Source: an optimization exercise on an open RTL-to-GDS flow (aim: small area). Production flows keep margins and buffers that such runs may drop. Only simulation tests tie the RTL to the original design; equivalence was not proved. No driver is modelled on the clock port, so clocking that relies on it looks cheaper here than on a real chip.

== rev 12 ==
## bldc_esc
module bldc_esc #(parameter DATA_WIDTH = 16, parameter debounce = 3)(
  input clk,
  input reset,
  input pwm_en,
  input encoder_a,
  input encoder_b,
  input [DATA_WIDTH-1:0] pwm_period,
  input [DATA_WIDTH-1:0] period_reference,
  input [DATA_WIDTH-1:0] Kp_ext,
  input [DATA_WIDTH-1:0] Ki_ext,
  input [DATA_WIDTH-1:0] Kd_ext,
  input override_internal_pid,
  output reg motor_positive,
  output reg motor_negative
);
Settings: LEC_CHECK=0, CAP_MARGIN=20, CORE_MARGIN=2, CORE_UTILIZATION=70, PLACE_DENSITY=0.8, SLEW_MARGIN=20, SYNTH_HIERARCHICAL=1; clock period 8.0 ns.
run.sh (not shown) runs the stock make flow with config.mk's settings and CLKGATE_MAP_FILE= SYNTH_SCRIPT=/design/flow/synth_recipe.tcl, a recipe that flattens the netlist after the stock synthesis.
The inputs of rev 13 differ from those of rev 12 as listed below.
==> flow/flow/run.sh (new file) <==
#!/bin/bash
# Layout flow: the standard flow (standard.sh, standard synthesis
# unchanged) with two layout changes:
#  - the input and output port buffers use the smallest plain buffer,
#    sky130_fd_sc_hd__buf_1 (every port still gets its own buffer);
#  - clock tree synthesis runs with ORFS's usual arguments plus
#    -dont_use_dummy_load, so it adds no dummy load cells to balance the
#    tree's leaves.
# The make output goes to orfs_make.log; each ORFS step keeps its own log
# under orfs/logs/.
set -euo pipefail
here=$(pwd)
bash standard.sh \
  "BUFFER_PORTS_ARGS=-buffer_cell sky130_fd_sc_hd__buf_1" \
  "CTS_ARGS=-sink_clustering_enable -repair_clock_nets -dont_use_dummy_load" \
  finish > "$here/orfs_make.log" 2>&1
==> flow/standard.sh (new file) <==
#!/bin/bash
# synth_recipe.tcl (not shown) runs the flow's synth.tcl, then flattens the netlist and writes it again
# the make line also repeats each setting of config.mk as NAME=value (left out here)
make -C /OpenROAD-flow-scripts/flow DESIGN_CONFIG=/design/flow/config.mk WORK_HOME=/design/flow/orfs CLKGATE_MAP_FILE= SYNTH_SCRIPT=/design/flow/synth_recipe.tcl "${@:-finish}"
removed: flow/run.sh
## What came out
Rev 13 — time the final worst path needs with I/O delays and setup 0.17 ns lower, rev 12 as reference. Rev 13 and rev 12 ended up with roughly the same last weighted congestion value of the routability-driven placer. Looking only at largest net degree at the start of global routing, and setting everything else aside, the lower value of rev 13 and rev 12 goes to rev 12. In rev 13, the area growth from synthesis to layout came out 3.9 points below the value in rev 12.

== red ==
bldc_esc, a different RTL version from the one above (not shown whole).
Size: ~1400 cells after synthesis, ~190 flip-flops.
## bldc_esc
module bldc_esc #(parameter DATA_WIDTH = 16, parameter debounce = 3)(
  input clk,
  input reset,
  input pwm_en,
  input encoder_a,
  input encoder_b,
  input [DATA_WIDTH-1:0] pwm_period,
  input [DATA_WIDTH-1:0] period_reference,
  input [DATA_WIDTH-1:0] Kp_ext,
  input [DATA_WIDTH-1:0] Ki_ext,
  input [DATA_WIDTH-1:0] Kd_ext,
  input override_internal_pid,
  output reg motor_positive,
  output reg motor_negative
);
clock: 8.0 ns
lec_check: 0
cap_margin: 20
core_margin: 2
core_utilization: 70
place_density: 0.8
slew_margin: 20
synth_hierarchical: 1
standard.sh (not shown) runs the stock make flow with config.mk's settings and CLKGATE_MAP_FILE= SYNTH_SCRIPT=/design/flow/synth_recipe.tcl, a recipe that flattens the netlist after the stock synthesis.
==> flow/flow/run.sh <==
#!/bin/bash
# Layout flow: the standard flow (standard.sh, standard synthesis
# unchanged) with two layout changes:
#  - the input and output port buffers use the smallest plain buffer,
#    sky130_fd_sc_hd__buf_1 (every port still gets its own buffer);
#  - clock tree synthesis runs with ORFS's usual arguments plus
#    -dont_use_dummy_load, so it adds no dummy load cells to balance the
#    tree's leaves.
# The make output goes to orfs_make.log; each ORFS step keeps its own log
# under orfs/logs/.
set -euo pipefail
here=$(pwd)
bash standard.sh \
  "BUFFER_PORTS_ARGS=-buffer_cell sky130_fd_sc_hd__buf_1" \
  "CTS_ARGS=-sink_clustering_enable -repair_clock_nets -dont_use_dummy_load" \
  finish > "$here/orfs_make.log" 2>&1
[inputs] blue vs red
# red
export LEC_CHECK = 0
export CAP_MARGIN = 20
export CORE_MARGIN = 2
export CORE_UTILIZATION = 70
export PLACE_DENSITY = 0.8
export SLEW_MARGIN = 20
export SYNTH_HIERARCHICAL = 1
create_clock -name core_clock -period 8.0 [get_ports {clk}]
# blue
export LEC_CHECK = 0
export CAP_MARGIN = 20
export CORE_MARGIN = 2
export CORE_UTILIZATION = 70
export PLACE_DENSITY = 0.9
export SLEW_MARGIN = 20
export SYNTH_HIERARCHICAL = 1
create_clock -name core_clock -period 8.0 [get_ports {clk}]
==> flow/flow/run.sh <==
#!/bin/bash
# Layout flow: the standard flow (standard.sh, standard synthesis
# unchanged) with these layout changes:
#  - the input and output port buffers use the smallest plain buffer,
#    sky130_fd_sc_hd__buf_1 (every port still gets its own buffer);
#  - clock tree synthesis adds no dummy loads and builds the tree from
#    clkbuf_8 under a clkbuf_16 root; after it, flow/fixclk.tcl swaps any
#    leaf buffer that drives more than 15 pins for a clkbuf_16 and
#    legalizes the placement again.
# Each tool's output goes to a log of its own in this folder (orfs_cts.log,
# fixclk.log, orfs_finish.log); each ORFS step also keeps its log under
# orfs/logs/.
set -euo pipefail
here=$(pwd)
args=("BUFFER_PORTS_ARGS=-buffer_cell sky130_fd_sc_hd__buf_1"
      "CTS_ARGS=-sink_clustering_enable -repair_clock_nets -dont_use_dummy_load -buf_list sky130_fd_sc_hd__clkbuf_8 -root_buf sky130_fd_sc_hd__clkbuf_16")
bash standard.sh "${args[@]}" cts > "$here/orfs_cts.log" 2>&1
RES="$here/orfs/results/$FLOW_PLATFORM/bldc_esc/base" openroad -no_init -exit "$here/flow/fixclk.tcl" > "$here/fixclk.log" 2>&1
bash standard.sh "${args[@]}" finish > "$here/orfs_finish.log" 2>&1
==> flow/flow/fixclk.tcl (new file) <==
# After clock tree synthesis: a leaf clock buffer (clkbuf_8) that drives
# more than 15 pins is swapped for clkbuf_16, so that the slew at its flip-flop
# clock pins stays low; the placement is then legalized again.
set res $::env(RES)
read_db $res/4_cts.odb
set db [ord::get_db]
set block [[$db getChip] getBlock]
set m16 [$db findMaster sky130_fd_sc_hd__clkbuf_16]
set swapped 0
foreach inst [$block getInsts] {
  if {[[$inst getMaster] getName] ne "sky130_fd_sc_hd__clkbuf_8"} { continue }
  set n 0
  foreach it [$inst getITerms] {
    if {[$it isOutputSignal] && [$it getNet] ne "NULL"} {
      set n [expr {[llength [[$it getNet] getITerms]] - 1}]
    }
  }
  if {$n > 15} {
    puts "fixclk: [$inst getName] drives $n pins: clkbuf_16"
    $inst swapMaster $m16
    incr swapped
  }
}
puts "fixclk: swapped $swapped"
detailed_placement
check_placement -verbose
write_db $res/4_cts.odb
## What came out
blue reached the final stage; the timing, DRC and antenna checks on its layout passed.
Diff red -> blue: adder and majority cell fraction of the synthesized area now sits at about the same level; sequential share of layout area stayed essentially flat; overflow left after global routing held steady; register-to-register slack went down 0.05 ns.
In terms of total die area, blue and red differ only marginally.
When the final numbers for red and blue were put side by side, the final setup slack of the worst path turned out to be smaller in blue.
Final routed wirelength across all metal layers went up slightly going from red to blue.
Per the comparison of blue with red, flip-flop and latch count about even, minimum clock period rose 0.052 ns.
Edits applied to the flow inputs when going from blue to green:
# blue
export LEC_CHECK = 0
export CAP_MARGIN = 20
export CORE_MARGIN = 2
export CORE_UTILIZATION = 70
export PLACE_DENSITY = 0.9
export SLEW_MARGIN = 20
export SYNTH_HIERARCHICAL = 1
create_clock -name core_clock -period 8.0 [get_ports {clk}]
# green
export LEC_CHECK = 0
export CAP_MARGIN = 20
export CORE_MARGIN = 2
export CORE_UTILIZATION = 70
export PLACE_DENSITY = 0.8
export SLEW_MARGIN = 20
export SYNTH_HIERARCHICAL = 1
create_clock -name core_clock -period 8.0 [get_ports {clk}]
-- flow/flow/run.sh --
<<< blue, line 15
args=("BUFFER_PORTS_ARGS=-buffer_cell sky130_fd_sc_hd__buf_1"
      "CTS_ARGS=-sink_clustering_enable -repair_clock_nets -dont_use_dummy_load -buf_list sky130_fd_sc_hd__clkbuf_8 -root_buf sky130_fd_sc_hd__clkbuf_16")
>>> green, line 15
args=("BUFFER_PORTS_ARGS=-buffer_cell sky130_fd_sc_hd__buf_1"
      "GPL_KEEP_OVERFLOW=0"
      "CTS_ARGS=-sink_clustering_enable -repair_clock_nets -dont_use_dummy_load -buf_list sky130_fd_sc_hd__clkbuf_8 -root_buf sky130_fd_sc_hd__clkbuf_16")
## What came out
Taking blue as the reference, in green final net count now smaller, multi-input logic cell count saw little to no change.
Relative to blue, fraction of cell area in non-clock buffers has gone down in green.
> inputs changed (green -> orange)
# green
export LEC_CHECK = 0
export CAP_MARGIN = 20
export CORE_MARGIN = 2
export CORE_UTILIZATION = 70
export PLACE_DENSITY = 0.8
export SLEW_MARGIN = 20
export SYNTH_HIERARCHICAL = 1
create_clock -name core_clock -period 8.0 [get_ports {clk}]
# orange
export LEC_CHECK = 0
export CAP_MARGIN = 20
export CORE_MARGIN = 2
export CORE_UTILIZATION = 70
export PLACE_DENSITY = 0.7
export SLEW_MARGIN = 20
export SYNTH_HIERARCHICAL = 1
create_clock -name core_clock -period 8.0 [get_ports {clk}]
-- flow/flow/run.sh --
<<< green, line 15
args=("BUFFER_PORTS_ARGS=-buffer_cell sky130_fd_sc_hd__buf_1"
      "GPL_KEEP_OVERFLOW=0"
      "CTS_ARGS=-sink_clustering_enable -repair_clock_nets -dont_use_dummy_load -buf_list sky130_fd_sc_hd__clkbuf_8 -root_buf sky130_fd_sc_hd__clkbuf_16")
>>> orange, line 15
args=("BUFFER_PORTS_ARGS=-buffer_cell sky130_fd_sc_hd__buf_1"
      "CTS_ARGS=-sink_clustering_enable -repair_clock_nets -dont_use_dummy_load -buf_list sky130_fd_sc_hd__clkbuf_8 -root_buf sky130_fd_sc_hd__clkbuf_16")
==> comparison <==
green → orange: worst hold slack went up, clock period minus final worst setup slack went up. The run showing the smaller met2 track demand over resource in global routing is green. Sort green and orange by wire length of the first global-routing pass, ascending, and green comes first. Looking at design area, orange sits below green.
### orange -> purple
# orange
export LEC_CHECK = 0
export CAP_MARGIN = 20
export CORE_MARGIN = 2
export CORE_UTILIZATION = 70
export PLACE_DENSITY = 0.7
export SLEW_MARGIN = 20
export SYNTH_HIERARCHICAL = 1
create_clock -name core_clock -period 8.0 [get_ports {clk}]
# purple
export LEC_CHECK = 0
export CAP_MARGIN = 20
export CORE_MARGIN = 2
export CORE_UTILIZATION = 60
export PLACE_DENSITY = 0.8
export SLEW_MARGIN = 20
export SYNTH_HIERARCHICAL = 1
create_clock -name core_clock -period 8.0 [get_ports {clk}]
Results
Per the final summary, purple finished and its layout is clean on timing, DRC and antenna.
Of purple and orange, it is purple that has the lower met2 global-route usage.
Higher vertical extent of the die among purple and orange: purple
Going from orange to purple, global placer's final weighted congestion went up about 7%, worst setup slack after layout now sits higher, shortest period the worst path allows lost 0.054 ns.

[port drivers added, routing unchanged]
Ports are ideal in the flow. The routed layouts listed here were re-timed in OpenROAD.
Step 1 (the two cells are an assumption about what drives the block):
set clk [get_ports {clk}]
set_driving_cell -lib_cell sky130_fd_sc_hd__clkbuf_16 $clk
set_driving_cell -lib_cell sky130_fd_sc_hd__buf_2 [delete_from_list [all_inputs] $clk]
Step 2 moves the port delays by t, midway between the first and last clock arrival at a register: inputs arrive t later, outputs are due t later. That takes back most of the time a late clock gives input paths.
Slacks: ideal / step 1 / step 2; pairs: ideal / step 1.
| run | shift t [ns] | slack for setup (ns) | hold slack, ns |
|---|---|---|---|
| rev 12 | 0.489 | 0.324 / 0.324 / 0.324 | 0.378 / 0.378 / 0.378 |
| rev 13 | 0.495 | 0.499 / 0.499 / 0.499 | 0.371 / 0.371 / 0.371 |
| red | 0.482 | 0.213 / 0.213 / 0.213 | 0.382 / 0.382 / 0.382 |
| blue | 0.448 | 0.161 / 0.161 / 0.161 | 0.382 / 0.382 / 0.382 |
| green | 0.441 | 0.194 / 0.194 / 0.194 | 0.382 / 0.382 / 0.382 |
| orange | 0.439 | 0.158 / 0.158 / 0.158 | 0.386 / 0.386 / 0.386 |
| purple | 0.445 | 0.212 / 0.212 / 0.212 | 0.358 / 0.358 / 0.358 |
After both steps every run listed still meets setup and hold.
